This is an optimization exercise on Yosys and OpenROAD, whose aim is small area and a short achievable clock period, not a production implementation.
In this exercise RTL edits were held to simulation tests only and were not proved equivalent to the original.
No activity file was given, so power comes from the tool's default toggle rates.

===== design/flow/design.v =====
module bist_multiplexer (
    input logic [5:0] normal_addr,
    input logic [7:0] normal_data,
    input logic normal_rwbar,
    input logic [5:0] bist_addr,
    input logic [3:0] bist_data,
    input logic bist_we,
    input logic NbarT,
    output logic [7:0] lo,
    output logic [7:0] hi,
    output logic [7:0] keep,
    output logic we,
    output logic [7:0] mem_data
);
logic [5:0] a;
assign a = NbarT ? bist_addr : normal_addr;
assign we = NbarT ? bist_we : ~normal_rwbar;
assign mem_data = NbarT ? {4'b0000, bist_data} : normal_data;
always_comb
    for (int i = 0; i < 8; i++) begin
        lo[i] = (a[2:0] == i[2:0]);
        hi[i] = (a[5:3] == i[2:0]);
        keep[i] = hi[i] & ~we;
    end
endmodule
module bist_rdhalf (
    input logic [7:0] lo,
    input logic [3:0] hi,
    input logic [31:0] d,
    input logic byp,
    input logic byp_d,
    output logic q
);
logic [3:0] g;
always_comb begin
    for (int j = 0; j < 4; j++)
        g[j] = |(lo & d[j*8 +: 8]);
    q = |(hi & g) | (byp & byp_d);
end
endmodule
module bist_comparator (
    input logic clk,
    input logic NbarT,
    input logic write_en,
    input logic [3:0] data_t,
    input logic [7:0] ramout,
    output logic fail
);
always_ff @(posedge clk)
    fail <= NbarT & ~write_en & (ramout != {4'b0000, data_t});
endmodule
module bist_sram
(
    input logic [7:0] lo,
    input logic [7:0] hi,
    input logic [7:0] keep,
    input logic [7:0] ramin,
    input logic we, clk,
    output logic [7:0] ramout
);
    logic [7:0] mem [64];
    logic [31:0] col0 [8], col1 [8];
    logic [7:0] h0_n, h1_n, h0, h1;
    always_ff @(posedge clk)
        for (int w = 0; w < 64; w++)
            if (we && hi[w/8] && lo[w%8])
                mem[w] <= ramin;
    always_comb
        for (int b = 0; b < 8; b++)
            for (int w = 0; w < 32; w++) begin
                col0[b][w] = mem[w][b];
                col1[b][w] = mem[w+32][b];
            end
    for (genvar b = 0; b < 8; b++) begin : g_rd
        bist_rdhalf R0 (.lo(lo), .hi(keep[3:0]), .d(col0[b]), .byp(we), .byp_d(ramin[b]), .q(h0_n[b]));
        bist_rdhalf R1 (.lo(lo), .hi(keep[7:4]), .d(col1[b]), .byp(1'b0), .byp_d(1'b0), .q(h1_n[b]));
    end
    always_ff @(posedge clk) begin
        h0 <= h0_n;
        h1 <= h1_n;
    end
    assign ramout = h0 | h1;
endmodule
module bist_controller (
  input clk,
  input reset,
  input start,
  output [7:0] address,
  output reg write_en,
  output [3:0] data_in,
  input [3:0] data_out,
  output reg bist_done,
  output reg bist_result,
  output test_mode
);
  localparam BLANKET_0 = 3'b000, BLANKET_1 = 3'b001, CHECKERBOARD = 3'b010,
             CHECKERBOARD_INV = 3'b011, MARCH_C = 3'b100, MARCH_A = 3'b101;
  reg act, rd, direction, d1, d0;
  reg [2:0] pattern;
  reg [7:0] count;
  reg [5:0] addr;
  assign test_mode = act;
  assign address = {2'b00, addr};
  assign data_in = {d1, d0, d1, d0};
  wire last = &count;
  wire [7:0] count_inc = count + 8'd1;
  always @(posedge clk) begin
    if (reset) begin
      act <= 1'b0;
      rd <= 1'b0;
      pattern <= BLANKET_0;
      count <= 8'd0;
      addr <= 6'd0;
      write_en <= 1'b0;
      d1 <= 1'b0;
      d0 <= 1'b0;
      bist_done <= 1'b0;
      bist_result <= 1'b1;
      direction <= 1'b1;
    end else if (!act) begin
      if (start && !bist_done) begin
        act <= 1'b1;
        rd <= 1'b0;
        count <= 8'd0;
        addr <= 6'd0;
        write_en <= 1'b1;
        d1 <= 1'b0;
        d0 <= 1'b0;
      end
    end else if (!rd) begin
      if (last) begin
        rd <= 1'b1;
        count <= 8'd0;
        addr <= 6'd0;
        write_en <= 1'b0;
      end else begin
        count <= count_inc;
        addr <= direction ? count_inc[5:0] : ~count[5:0];
        if (pattern == CHECKERBOARD) begin
          d1 <= ~count[0];
          d0 <= count[0];
        end else if (pattern == CHECKERBOARD_INV) begin
          d1 <= count[0];
          d0 <= ~count[0];
        end
      end
    end else begin
      if (last) begin
        if (pattern == MARCH_A && !direction) begin
          act <= 1'b0;
          bist_done <= 1'b1;
        end else begin
          rd <= 1'b0;
          count <= 8'd0;
          write_en <= 1'b1;
          addr <= ((pattern == MARCH_C || pattern == MARCH_A) && direction) ? 6'h3f : 6'd0;
          case (pattern)
            BLANKET_0: pattern <= BLANKET_1;
            BLANKET_1: begin
              pattern <= CHECKERBOARD;
              d1 <= 1'b1;
              d0 <= 1'b1;
            end
            CHECKERBOARD: begin
              pattern <= CHECKERBOARD_INV;
              d1 <= 1'b0;
              d0 <= 1'b1;
            end
            CHECKERBOARD_INV: begin
              pattern <= MARCH_C;
              d1 <= 1'b1;
              d0 <= 1'b0;
            end
            MARCH_C: begin
              if (direction) direction <= 1'b0;
              else pattern <= MARCH_A;
              d1 <= 1'b0;
              d0 <= 1'b0;
            end
            MARCH_A: begin
              direction <= 1'b0;
              d1 <= 1'b1;
              d0 <= 1'b1;
            end
            default: ;
          endcase
        end
      end else begin
        if (data_out != data_in) bist_result <= 1'b0;
        if (pattern == MARCH_C) begin
          if (count == 8'd0) begin
            d1 <= 1'b1;
            d0 <= 1'b1;
            write_en <= 1'b1;
          end else if (count == 8'd1) begin
            if (data_out != 4'hF) bist_result <= 1'b0;
            d1 <= 1'b0;
            d0 <= 1'b0;
            write_en <= 1'b1;
          end else if (count == 8'd2) begin
            if (data_out != 4'h0) bist_result <= 1'b0;
            write_en <= 1'b0;
          end
        end else if (pattern == MARCH_A) begin
          if (count == 8'd0) begin
            if (data_out != 4'h0) bist_result <= 1'b0;
            d1 <= 1'b1;
            d0 <= 1'b1;
            write_en <= 1'b1;
          end else if (count == 8'd1) begin
            if (data_out != 4'hF) bist_result <= 1'b0;
            write_en <= 1'b0;
          end
        end
        count <= count_inc;
        addr <= direction ? count_inc[5:0] : ~count[5:0];
      end
    end
  end
endmodule
module BIST #(
  parameter int size = 6,
  parameter int length = 8
) (
  input logic start, rst, clk, rwbarin,
  input logic [size-1:0] address,
  input logic [length-1:0] datain,
  output logic [length-1:0] dataout,
  output logic fail,
  output logic bist_done,
  output logic bist_result
);
  logic NbarT, write_en, we;
  logic [7:0] bist_addr;
  logic [3:0] data_t;
  logic [7:0] ramin, ramout, lo, hi, keep;
  bist_multiplexer MUX (
    .normal_addr(address),
    .normal_data(datain),
    .normal_rwbar(rwbarin),
    .bist_addr(bist_addr[5:0]),
    .bist_data(data_t),
    .bist_we(write_en),
    .NbarT(NbarT),
    .lo(lo),
    .hi(hi),
    .keep(keep),
    .we(we),
    .mem_data(ramin)
  );
  bist_controller CNTRL (
    .clk(clk),
    .reset(rst),
    .start(start),
    .address(bist_addr),
    .write_en(write_en),
    .data_in(data_t),
    .data_out(ramout[3:0]),
    .bist_done(bist_done),
    .bist_result(bist_result),
    .test_mode(NbarT)
  );
  bist_sram MEM (
    .lo(lo),
    .hi(hi),
    .keep(keep),
    .ramin(ramin),
    .we(we),
    .clk(clk),
    .ramout(ramout)
  );
  bist_comparator CMP (
    .clk(clk),
    .NbarT(NbarT),
    .write_en(write_en),
    .data_t(data_t),
    .ramout(ramout),
    .fail(fail)
  );
  assign dataout = ramout;
endmodule

===== design/flow/flow/run.sh =====
#!/bin/bash
# The standard layout, with the port buffers made of plain buffers
# (sky130_fd_sc_hd__buf_4) instead of the resizer's default choice.
set -euo pipefail
export BUFFER_PORTS_ARGS="-buffer_cell sky130_fd_sc_hd__buf_4"
bash standard.sh finish > standard_finish.log 2>&1

===== design/flow/standard.sh =====
#!/bin/bash
# synth_recipe.tcl (not shown) runs the flow's synth.tcl, then flattens the netlist and writes it again
# the make line also repeats each setting of config.mk as NAME=value (left out here)
make -C /OpenROAD-flow-scripts/flow DESIGN_CONFIG=/design/flow/config.mk WORK_HOME=/design/flow/orfs CLKGATE_MAP_FILE= SYNTH_SCRIPT=/design/flow/synth_recipe.tcl "${@:-finish}"

===== design/flow/config.mk =====
export PLATFORM = sky130hd
export DESIGN_NAME = BIST
export DESIGN_NICKNAME = BIST
export VERILOG_FILES = /design/flow/design.v
export SDC_FILE = /design/flow/constraint.sdc
export NUM_CORES = 4
export LEC_CHECK = 0
export CAP_MARGIN = 20
export CORE_MARGIN = 2
export CORE_UTILIZATION = 40
export SETUP_SLACK_MARGIN = 1.8
export SLEW_MARGIN = 20
export SYNTH_HIERARCHICAL = 1

===== design/flow/constraint.sdc =====
create_clock -name core_clock -period 4.2 [get_ports {clk}]
set_input_delay 0.8400 -clock core_clock [delete_from_list [all_inputs] [get_ports {clk}]]
set_output_delay 0.8400 -clock core_clock [all_outputs]
set_load 0.01 [all_outputs]

==> results.yml, run 1 <==
status:
  status: "complete, no violations"
global_route:
  grt_usage_pct: 20.0
  gr-total-overflow: 0
  antenna_found_initial: 0
  grt_pass1_wl_um: 81100
  grt_pass1_vias: 12100
  grt_max_degree: 73
sta:
  clock_skew_ns: 0.0175
  finalSetupViolCount: 0
  fmax_mhz: 417
  rsz0062_at_grt: "yes"
  slew_headroom_pct: 32.7
  fin_crit_sh_pct: 57.1
  timing.final.crit_period_ns: 2.40
  setup_slack_ns: 1.80
  finalSetupTns_ns: 0
  tightestPinTransition_ns: 1.01
  slew_violations: 0
  hold_violations: 0
  hold_ws_ns: 0.506
finish:
  area_growth_pct: 17.8
  n_fill_cell: 4363
  instances_no_fill: 2110
  final_layout_size_suffix_gt1_share_pct: 22.0
  final_net_count: 1398
  diodes: 0
pwr:
  powerDensity_nw_per_um2: 472
  swShare_pct: 23.1
  p_total_mw: 11.8
  power_frac_seq_pct: 52.2
  ir_drop_uv: 302
  combPwrFrac_pct: 7.3
  p_sw_mw: 2.72
  leakagePower_nw: 7.75
  p_int_mw: 9.05
  power.share.clock_pct: 40.5
die:
  pin_count: 29
  die-area_um2: 54700
  core_um2: 52400
  row_count: 84
  die_h_um: 234
  die_x_um: 234
  start_util_pct: 40.3
place:
  hpwlAfterDp_um: 33000
  post-place-ws_ns: 0.930
  gp_congestion: 0.794
  placed_cells: 1992
  numPortBuffers: 28
hold_path:
  hold_path_class: "reg2reg"
route:
  drc: 0
  vias_per_cell: 6.02
  vias: 12700
  drt_iter0_markers: 1415
  antenna_left: 0
  wl_per_cell_um: 26.1
  dr.pass1.iters: 8
  wl_um: 55100
setup_path:
  r2r-start: "CNTRL.act"
  path_class: "reg2reg"
  cpLargestDelayFamily: "compound AO/OA/AOI/OAI gates"
  crit_required_ns: 4.74
  crit_start: "CNTRL.act"
  rr_worst_depth: 5
  critPathMaxStageDelay_ns: 0.74
  worstSetupStartpointType: "flop"
  crit_chain: "buf_8, or3b_2, a22oi_1, a222oi_1, nand2_1"
  crit_buf_inv: 1
  cp.arrival_ns: 2.93
  endpoint: "MEM.h0[1]"
  path_depth: 5
  crit_path_top_delay_cell: "a22oi_1"
  rrSetupSlack_ns: 1.80
  r2r_end: "MEM.h0[1]"
  endpoint_kind: "flop"
  crit_fanout: 37
clocking:
  cts_root_buf: "clkbuf_16"
  clockBufferDepth: 3
  clock-sinks: 554
  numCtsBuffers: 54
  cts_tree: "yes"
  htree_levels: 2
  insertion_delay_ns: 0.61
  clk_pin_slew_ns: 0.06
yosys:
  postSynthAreaPerCell_um2: 16.8
  ys.warnings.count: 17
  syn-instance-count: 1257
  synth_area_um2: 21100
job:
  cap_violations: 0
==> final cells by class <==
| cell class | instances | area (um^2) | area share (%) |
|---|---|---|---|
| flip-flops and latches | 554 | 16200 | 65.1 |
| multi-input cells | 682 | 5350 | 21.5 |
| clock buffers | 66 | 1430 | 5.73 |
| well taps | 688 | 861 | 3.46 |
| repair buffers | 72 | 698 | 2.80 |
| clock inverters | 36 | 313 | 1.26 |
| inverters | 12 | 45.0 | 0.181 |
==> per-layer routing <==
layer / track usage, % / share of wire (%) / up-vias
met2: 31.6 / 47 / 475
met1: 29.0 / 44 / 6585
met5: 0 / 0 / -
met3: 3.19 / 6.5 / 73
li1: - / - / 5576
met4: 4.65 / 1.9 / 0
==> worst reg2reg max path, stage by stage (launching register included) <==
cell	delay, ns
dfxtp_4	0.39
buf_8	0.22
or3b_2	0.57
a22oi_1	0.74
a222oi_1	0.28
nand2_1	0.13
==> repair_timing <==
action | in CTS | in global routing
setup endpoints to repair | 567 | 332
pin swaps | 7 | 4
hold buffers | 0 | 0
cloned | 2 | 1
buffers inserted | 11 | 0
resized for setup | 24 | 13
==> metrics by stage <==
stage	utilization (%)	area, um^2
after floorplan	-	21600
after CTS	47.3	24800
after global placement	43.6	22900
after detailed placement	43.6	22900
final	47.5	24900
after global routing	47.5	24900
==> worst min-delay path by stage <==
stage	from	endpoint	cells after the start	slack, ns
3_5_place_dp	CNTRL.addr[2]	CNTRL.addr[2]	2	0.49
4_1_cts	CNTRL.addr[2]	CNTRL.addr[2]	2	0.50
3_3_place_gp	CNTRL.addr[0]	CNTRL.addr[0]	2	0.49
6_report	CNTRL.addr[2]	CNTRL.addr[2]	2	0.51
2_1_floorplan	CNTRL.write_en	CMP.fail	1	0.44
5_1_grt	CNTRL.addr[2]	CNTRL.addr[2]	2	0.53
==> power by group through the flow <==
stage | combinational, mW | sequential, mW | clock [mW]
after floorplan | 0.448 | 6.24 | 0
after global placement | 0.790 | 6.26 | 0
after detailed placement | 0.804 | 6.26 | 0
after CTS | 0.840 | 6.14 | 4.83
after global routing | 0.913 | 6.14 | 5.06
final | 0.862 | 6.14 | 4.77
==> registers in the layout, indices dropped and copies added (netlist names) <==
name	count
CMP.fail	1
CNTRL.act	1
CNTRL.addr	6
CNTRL.bist_done	1
CNTRL.bist_result	1
CNTRL.count	8
CNTRL.d0	1
CNTRL.d1	1
CNTRL.direction	1
CNTRL.pattern	3
CNTRL.rd	1
CNTRL.write_en	1
MEM.h0	8
MEM.h1	8
MEM.mem	512
==> layout by cell type, fill, tap and decap left out, types with 7 or more instances in the layout <==
cell type	count
edfxtp_1	512
nand3_1	13
or2_2	9
clkinv_1	9
o21ai_0	17
clkbuf_16	54
and3_4	64
nor2_1	21
nand3b_1	12
a222oi_1	16
clkbuf_1	9
inv_1	12
or3_1	7
conb_1	16
buf_12	8
a22oi_1	241
a22oi_2	40
clkinv_2	12
a21oi_4	10
nand2_1	29
dfxtp_1	40
nor3_1	7
a21oi_1	22
buf_4	55
nand4_1	66
==> inputs of run 2 (changes only) <==
--- a/design/flow/config.mk
+++ b/design/flow/config.mk
@@ -9,5 +9,5 @@
 export CORE_MARGIN = 2
 export CORE_UTILIZATION = 40
-export SETUP_SLACK_MARGIN = 1.8
+export SETUP_SLACK_MARGIN = 2.1
 export SLEW_MARGIN = 20
 export SYNTH_HIERARCHICAL = 1
==> results.yml, run 2 <==
setup_path:
  cpLargestDelayFamily: "compound AO/OA/AOI/OAI gates"
  rr_worst_depth: 8
  worstSetupStartpointType: "flop"
  endpoint_kind: "flop"
  crit_required_ns: 4.68
  path_class: "reg2reg"
  crit_chain: "buf_4, nand3_2, a21oi_4, buf_4, a22oi_2, nand4_1, a222oi_1, nand2_1"
  crit_buf_inv: 2
  critPathMaxStageDelay_ns: 0.61
  crit_fanout: 27
  cp.arrival_ns: 2.92
  path_depth: 8
  crit_path_top_delay_cell: "a222oi_1"
  path_common_cell: "buf_4"
clocking:
  cts_root_buf: "clkbuf_16"
  numCtsBuffers: 54
  clk_pin_slew_ns: 0.06
  insertion_delay_ns: 0.62
  clockBufferDepth: 3
  cts_tree: "yes"
  clock-sinks: 554
  cts_hold_buf: 0
  htree_levels: 2
finish:
  area_growth_pct: 30.8
  n_fill_cell: 4049
  largest_register_ffs: 512
  layout_commonest_cell: "edfxtp_1"
  final_cell_mix: "edfxtp_1, a22oi_1, a22oi_2"
  final_net_count: 1523
  final_cell_area_um2: 27700
  top_register: "MEM.mem"
  fin_util_pct: 52.7
  final_layout_size_suffix_gt1_share_pct: 34.1
die:
  row_count: 84
  start_util_pct: 40.3
  die_x_um: 234
  die_h_um: 234
  pin_count: 29
  core_um2: 52400
  die-area_um2: 54700
sta:
  slew_headroom_pct: 41.4
  hold_violations: 0
  setup_slack_ns: 1.75
  fin_crit_sh_pct: 58.2
  tightestPinTransition_ns: 0.875
  rsz0062_at_grt: "yes"
  finalSetupTns_ns: 0
  finalSetupViolCount: 0
  clock_skew_ns: 0.0354
  timing.final.crit_period_ns: 2.45
  hold_ws_ns: 0.528
  fmax_mhz: 409
  slew_violations: 0
hold_path:
  hold_path_depth: 1
  hold_path_class: "reg2reg"
global_route:
  gr-total-overflow: 0
  grt_usage_pct: 22.3
  antenna_found_initial: 0
  grt_pass1_vias: 13000
  grt_pass1_wl_um: 88300
  grt_max_degree: 73
yosys:
  synth_area_um2: 21100
  postSynthAreaPerCell_um2: 16.8
  ys.warnings.count: 17
  syn-instance-count: 1257
route:
  wl_per_cell_um: 29.2
  drc: 0
  dr.pass1.iters: 6
  drt_iter0_markers: 1941
  vias: 13800
  vias_per_cell: 6.20
  antenna_left: 0
  wl_um: 65200
pwr:
  ir_drop_uv: 290
  powerDensity_nw_per_um2: 443
  leakagePower_nw: 8.85
status:
  status: "complete, no violations"
place:
  post-place-ws_ns: 0.750
  numPortBuffers: 28
  dpl_cell_area_um2: 22900
  gp_congestion: 0.849
  hpwlAfterDp_um: 33400
job:
  cap_violations: 0
run 2: cell count changes in the layout (fill, tap and decap cells not counted), sizes merged, moves of 3 or more:
cell | previous run | this run
buf | 72 | 178
clkinv | 23 | 20
clkinvlp | 4 | 1
clkbuf | 66 | 82
bufbuf | 0 | 4
run 2: where the power goes:
group,switching (mW),internal (mW)
Clock,2.07,2.71
Sequential,0.0313,6.11
Combinational,0.762,0.561
run 2: per-stage QoR:
stage / std cells / power (mW)
4_1_cts: 2180 / 12.1
3_5_place_dp: 1996 / 7.06
6_report: 2232 / 12.2
2_1_floorplan: 1272 / 6.69
5_1_grt: 2231 / 12.5
3_3_place_gp: 1994 / 7.04
run 2: what timing repair did:
item	CTS	global route
endpoints found under the setup margin	654	551
cloned	27	18
pin swaps	66	112
gates resized for setup	157	107
buffers inserted	59	33
run 2: cell type report:
type	count	area (um^2)	area share [%]
clock inverters	29	277	1.00
clock buffers	69	1430	5.17
well taps	688	861	3.11
flip-flops and latches	554	16200	58.7
diodes	1	2.50	0.00905
multi-input cells	684	5890	21.3
repair buffers	195	2910	10.5
inverters	12	45.0	0.163
run 2: layer usage:
layer	routed length, um	vias up	track usage, %	share of wire, %
li1	-	5856	-	-
met1	26100	7042	31.3	40
met2	30300	803	35.5	46
met3	6350	140	4.26	9.7
met4	2500	0	6.67	3.8
met5	0	-	0	0
run 2: worst paths after layout:
check / from / endpoint / slack, ns
worst min-delay path: CNTRL.bist_result / CNTRL.bist_result / 0.53
worst max-delay path: CNTRL.act / MEM.h0[7] / 1.75
worst max register to register: CNTRL.act / MEM.h0[7] / 1.75
worst min register to register: CNTRL.bist_result / CNTRL.bist_result / 0.53
==> inputs of run 3 (changes only) <==
==> design/flow/run.sh (new file) <==
#!/bin/bash
# synth_recipe.tcl (not shown) runs the flow's synth.tcl, then flattens the netlist and writes it again
# the make line also repeats each setting of config.mk as NAME=value (left out here)
make -C /OpenROAD-flow-scripts/flow DESIGN_CONFIG=/design/flow/config.mk WORK_HOME=/design/flow/orfs CLKGATE_MAP_FILE= SYNTH_SCRIPT=/design/flow/synth_recipe.tcl finish
--- a/design/flow/config.mk
+++ b/design/flow/config.mk
@@ -9,5 +9,5 @@
 export CORE_MARGIN = 2
 export CORE_UTILIZATION = 40
-export SETUP_SLACK_MARGIN = 2.1
+export SETUP_SLACK_MARGIN = 1.8
 export SLEW_MARGIN = 20
 export SYNTH_HIERARCHICAL = 1
removed: design/flow/flow/run.sh
removed: design/flow/standard.sh
==> results.yml, run 3 <==
status:
  status: "complete, no violations"
sta:
  hold_ws_ns: 0.523
  timing.final.crit_period_ns: 2.40
  slew_headroom_pct: 33.7
  slew_violations: 0
  rsz0062_at_grt: "yes"
  clock_skew_ns: 0.0138
  fmax_mhz: 417
  hold_violations: 0
  tightestPinTransition_ns: 0.994
  finalSetupTns_ns: 0
  fin_crit_sh_pct: 57.2
  finalSetupViolCount: 0
yosys:
  postSynthAreaPerCell_um2: 16.8
  ys.warnings.count: 17
  synth_area_um2: 21100
  syn-instance-count: 1257
die:
  start_util_pct: 40.3
  die_h_um: 234
  core_um2: 52400
  die-area_um2: 54700
  row_count: 84
  pin_count: 29
  die_x_um: 234
hold_path:
  hold_path_class: "reg2reg"
  hold_path_depth: 2
pwr:
  powerDensity_nw_per_um2: 471
  ir_drop_uv: 307
  leakagePower_nw: 7.87
clocking:
  clock-sinks: 554
  cts_tree: "yes"
  htree_levels: 2
  insertion_delay_ns: 0.60
  clockBufferDepth: 3
  clk_pin_slew_ns: 0.06
  cts_hold_buf: 0
  numCtsBuffers: 53
  cts_root_buf: "clkbuf_16"
finish:
  layout_commonest_cell: "edfxtp_1"
  diodes: 0
  largest_register_ffs: 512
  area_growth_pct: 19.6
  final_layout_size_suffix_gt1_share_pct: 21.4
  fin_util_pct: 48.2
  final_cell_mix: "edfxtp_1, a22oi_1, nand4_1"
  top_register: "MEM.mem"
  final_net_count: 1415
job:
  cap_violations: 0
setup_path:
  crit_fanout: 8
  cp.arrival_ns: 2.69
  critPathMaxStageDelay_ns: 0.60
  crit_required_ns: 4.49
  crit_chain: "clkdlybuf4s50_1, or3b_4, a21oi_2, and3_4"
  path_class: "in2reg"
  rr_worst_depth: 5
  endpoint_kind: "flop"
  crit_path_top_delay_cell: "clkdlybuf4s50_1"
  worstSetupStartpointType: "primary input"
place:
  hpwlAfterDp_um: 32900
  numPortBuffers: 28
  gp_congestion: 0.798
route:
  wl_um: 55200
  drt_iter0_markers: 1380
  vias: 12700
  drc: 0
  vias_per_cell: 5.98
  wl_per_cell_um: 26.0
  antenna_left: 0
  dr.pass1.iters: 7
global_route:
  antenna_found_initial: 0
  gr-total-overflow: 0
  grt_max_degree: 73
  grt_pass1_vias: 12200
  grt_usage_pct: 19.8
  grt_pass1_wl_um: 79900
run 3: worst max-delay path: cells and delay by family:
kind            cells  cell delay (ns)
compound gates      1             0.43
buf+inv             1             0.60
simple gates        2             0.82
run 3: area by class of cell:
| cell class | instances | area (um^2) |
|---|---|---|
| fill | 4370 | 27200 |
| tap | 688 | 861 |
| clock inverter | 21 | 283 |
| inverter | 12 | 45.0 |
| multi-input combinational | 681 | 5440 |
| clock buffer | 74 | 1470 |
| timing repair buffer | 91 | 960 |
| sequential | 554 | 16200 |
run 3: repair_timing:
| item | CTS | global route |
|---|---|---|
| pin swaps | 15 | 24 |
| endpoints found under the setup margin | 502 | 69 |
| gates resized for setup | 47 | 19 |
| cloned | 3 | 3 |
| setup buffers | 17 | 3 |
run 3: worst paths after layout:
| kind | end | startpoint | slack, ns |
|---|---|---|---|
| setup / recovery | MEM.mem[51][7] | address[5] | 1.80 |
| setup reg to reg | MEM.mem[32][0] | CNTRL.act | 1.82 |
| hold / removal | CNTRL.bist_done | CNTRL.bist_done | 0.52 |
| hold reg to reg | CNTRL.bist_done | CNTRL.bist_done | 0.52 |
run 3: metrics by stage:
step                area, um^2  setup slack [ns]  instances  total power [mW]
global route             25300              1.78       2121              12.2
floorplan                21600              1.10       1272              6.69
detailed placement       23000             0.691       2000              7.07
global placement         23000             0.696       2000              7.06
finish                   25300              1.80       2121              11.9
CTS                      25100              1.80       2115              11.9
run 3: metal layers:
| layer | global-route usage, % | wire length (um) | share of wire, % |
|---|---|---|---|
| met5 | 0 | 0 | 0 |
| met2 | 31.3 | 26000 | 47 |
| met4 | 5.76 | 1200 | 2.2 |
| met1 | 28.5 | 24600 | 45 |
| met3 | 2.93 | 3300 | 6.0 |
run 3: power breakdown:
| part | leakage, nW | switching (mW) | internal (mW) |
|---|---|---|---|
| Sequential | 4.99 | 0.0280 | 6.11 |
| Clock | 0.849 | 2.02 | 2.86 |
| Combinational | 2.03 | 0.601 | 0.291 |
| Total | 7.87 | 2.65 | 9.26 |
==> inputs of run 4 (changes only) <==
--- a/design/flow/config.mk
+++ b/design/flow/config.mk
@@ -9,5 +9,5 @@
 export CORE_MARGIN = 2
 export CORE_UTILIZATION = 40
-export SETUP_SLACK_MARGIN = 1.8
+export SETUP_SLACK_MARGIN = 1.5
 export SLEW_MARGIN = 20
 export SYNTH_HIERARCHICAL = 1
==> results.yml, run 4 <==
die:
  pin_count: 29
  core_um2: 52400
  start_util_pct: 40.3
  die-area_um2: 54700
  die_h_um: 234
  die_x_um: 234
  row_count: 84
pwr:
  leakagePower_nw: 7.79
  swShare_pct: 22.9
  ir_drop_uv: 312
  power_frac_seq_pct: 52.2
  combPwrFrac_pct: 7.2
  power.share.clock_pct: 40.7
  p_int_mw: 9.08
  p_sw_mw: 2.70
  powerDensity_nw_per_um2: 472
yosys:
  synth_area_um2: 21100
  syn-instance-count: 1257
  ys.warnings.count: 17
  postSynthAreaPerCell_um2: 16.8
clocking:
  cts_root_buf: "clkbuf_16"
  cts_hold_buf: 0
  numCtsBuffers: 55
  htree_levels: 2
  cts_tree: "yes"
  insertion_delay_ns: 0.62
  clock-sinks: 554
  clockBufferDepth: 3
  clk_pin_slew_ns: 0.06
finish:
  final_cell_area_um2: 25000
  largest_register_ffs: 512
  diodes: 0
  final_cell_mix: "edfxtp_1, a22oi_1, nand4_1"
  top_register: "MEM.mem"
  final_layout_size_suffix_gt1_share_pct: 19.4
  layout_commonest_cell: "edfxtp_1"
  area_growth_pct: 18.1
  final_net_count: 1409
sta:
  fmax_mhz: 375
  fin_crit_sh_pct: 63.5
  tightestPinTransition_ns: 1.02
  hold_violations: 0
  slew_headroom_pct: 31.9
  finalSetupTns_ns: 0
  finalSetupViolCount: 0
  rsz0062_at_grt: "no"
  slew_violations: 0
  clock_skew_ns: 0.0213
  timing.final.crit_period_ns: 2.67
setup_path:
  crit_required_ns: 3.36
  rr_worst_depth: 5
  path_class: "reg2out"
  crit_fanout: 2
  endpoint_kind: "primary output"
  worstSetupStartpointType: "flop"
  cp.arrival_ns: 1.83
place:
  numPortBuffers: 28
  gp_congestion: 0.805
  dpl_cell_area_um2: 23000
  hpwlAfterDp_um: 33000
route:
  vias_per_cell: 5.92
  drt_iter0_markers: 1289
  antenna_left: 0
  dr.pass1.iters: 7
  wl_per_cell_um: 25.2
  vias: 12600
  drc: 0
  wl_um: 53500
job:
  cap_violations: 0
global_route:
  grt_usage_pct: 19.8
  antenna_found_initial: 3
  grt_pass1_wl_um: 80200
  grt_max_degree: 73
  grt_pass1_vias: 12400
  gr-total-overflow: 0
status:
  status: "complete, no violations"
hold_path:
  hold_path_depth: 2
  hold_path_class: "reg2reg"
==> run 4: changes by cell type in the layout (fill, tap and decap cells not counted), sizes merged, moves of 3 or more <==
cell,change
buf,-4
bufinv,-3
clkdlybuf4s50,+6
clkinv,+7
clkinvlp,+3
dlygate4sd2,-10
dlymetal6s2s,+4
==> run 4: area by class of cell <==
class | instances | area [um^2]
clock buffers | 75 | 1460
clock inverters | 29 | 290
fillers | 4349 | 27500
inverters | 12 | 45.0
multi-input cells | 681 | 5280
flip-flops and latches | 554 | 16200
well taps | 688 | 861
repair buffers | 83 | 796
==> run 4: routing by layer <==
layer  vias to the layer above  share of wire, %  GRT usage [%]  wire (um)
li1                       5594                 -              -          -
met1                      6446                44           28.4      23700
met2                       429                47           31.2      25100
met3                        90               6.6           3.19       3560
met4                         6               2.1           5.48       1110
met5                         -             0.067              0         36
==> run 4: path summary, 6_finish.rpt <==
path                      start  slack [ns]            end
setup / recovery      MEM.h0[6]        1.53     dataout[6]
hold / removal    CNTRL.addr[2]        0.51  CNTRL.addr[2]
setup reg to reg      CNTRL.act        1.65      MEM.h0[6]
hold reg to reg   CNTRL.addr[2]        0.51  CNTRL.addr[2]
==> run 4: worst max-delay path, stage by stage (launching register included) <==
cell and delay, ns:
dfxtp_1 0.37, or2_2 0.34, clkdlybuf4s50_1 0.49
==> run 4: metrics by stage <==
step                      hold slack [ns]  instances  power, mW  setup WS [ns]  util (%)
after floorplan                     0.439       1272       6.69           1.10         -
after global placement              0.481       2005       7.08          0.687      43.9
after detailed placement            0.497       2005       7.09          0.653      43.9
after CTS                           0.510       2119       11.8           1.50      47.5
after global routing                0.527       2122       12.1           1.51      47.6
final                               0.509       2122       11.8           1.53      47.6
==> run 4: timing repair <==
action,in CTS,in global routing
buffers inserted,8,3
endpoints found under the setup margin,226,193
resized for setup,6,11
cloned,2,0
pin swaps,3,2
==> run 4: power groups by stage <==
stage | clock (mW) | combinational (mW) | sequential [mW]
finish | 4.79 | 0.843 | 6.14
global route | 5.07 | 0.905 | 6.15
CTS | 4.85 | 0.842 | 6.15
detailed placement | 0 | 0.826 | 6.26
global placement | 0 | 0.818 | 6.26
floorplan | 0 | 0.448 | 6.24

==> afterwards: timing with drivers on the ports <==
Ports are ideal in the flow. The routed layouts listed here were re-timed in OpenROAD. Step 1 (the two cells are an assumption about what drives the block):
set clk [get_ports {clk}]
set_driving_cell -lib_cell sky130_fd_sc_hd__clkbuf_16 $clk
set_driving_cell -lib_cell sky130_fd_sc_hd__buf_2 [delete_from_list [all_inputs] $clk]
Step 2 moves the port delays by t, midway between the first and last clock arrival at a register: inputs arrive t later, outputs are due t later. That takes back most of the time a late clock gives input paths. Slacks: no drivers / after step 1 / after step 2; pairs: no drivers / after step 1.
run | t, ns | setup WS [ns] | worst setup path at the end | clock arrival spread, ns | slew at the worst register clock pin (ns)
run 1 | 0.654 | 1.803 / 1.791 / 1.297 | input to register | 0.022 / 0.022 | 0.07 / 0.07
run 2 | 0.659 | 1.754 / 1.754 / 1.266 | input to register | 0.037 / 0.037 | 0.07 / 0.07
run 3 | 0.649 | 1.800 / 1.784 / 1.182 | input to register | 0.019 / 0.019 | 0.07 / 0.07
run 4 | 0.673 | 1.535 / 1.472 / 0.957 | input to register | 0.028 / 0.028 | 0.06 / 0.06
After both steps setup and hold are still met in every run listed. For run 3, which loses most, drivers alone change the setup slack by -0.016 ns; drivers and shift together by -0.618 ns.
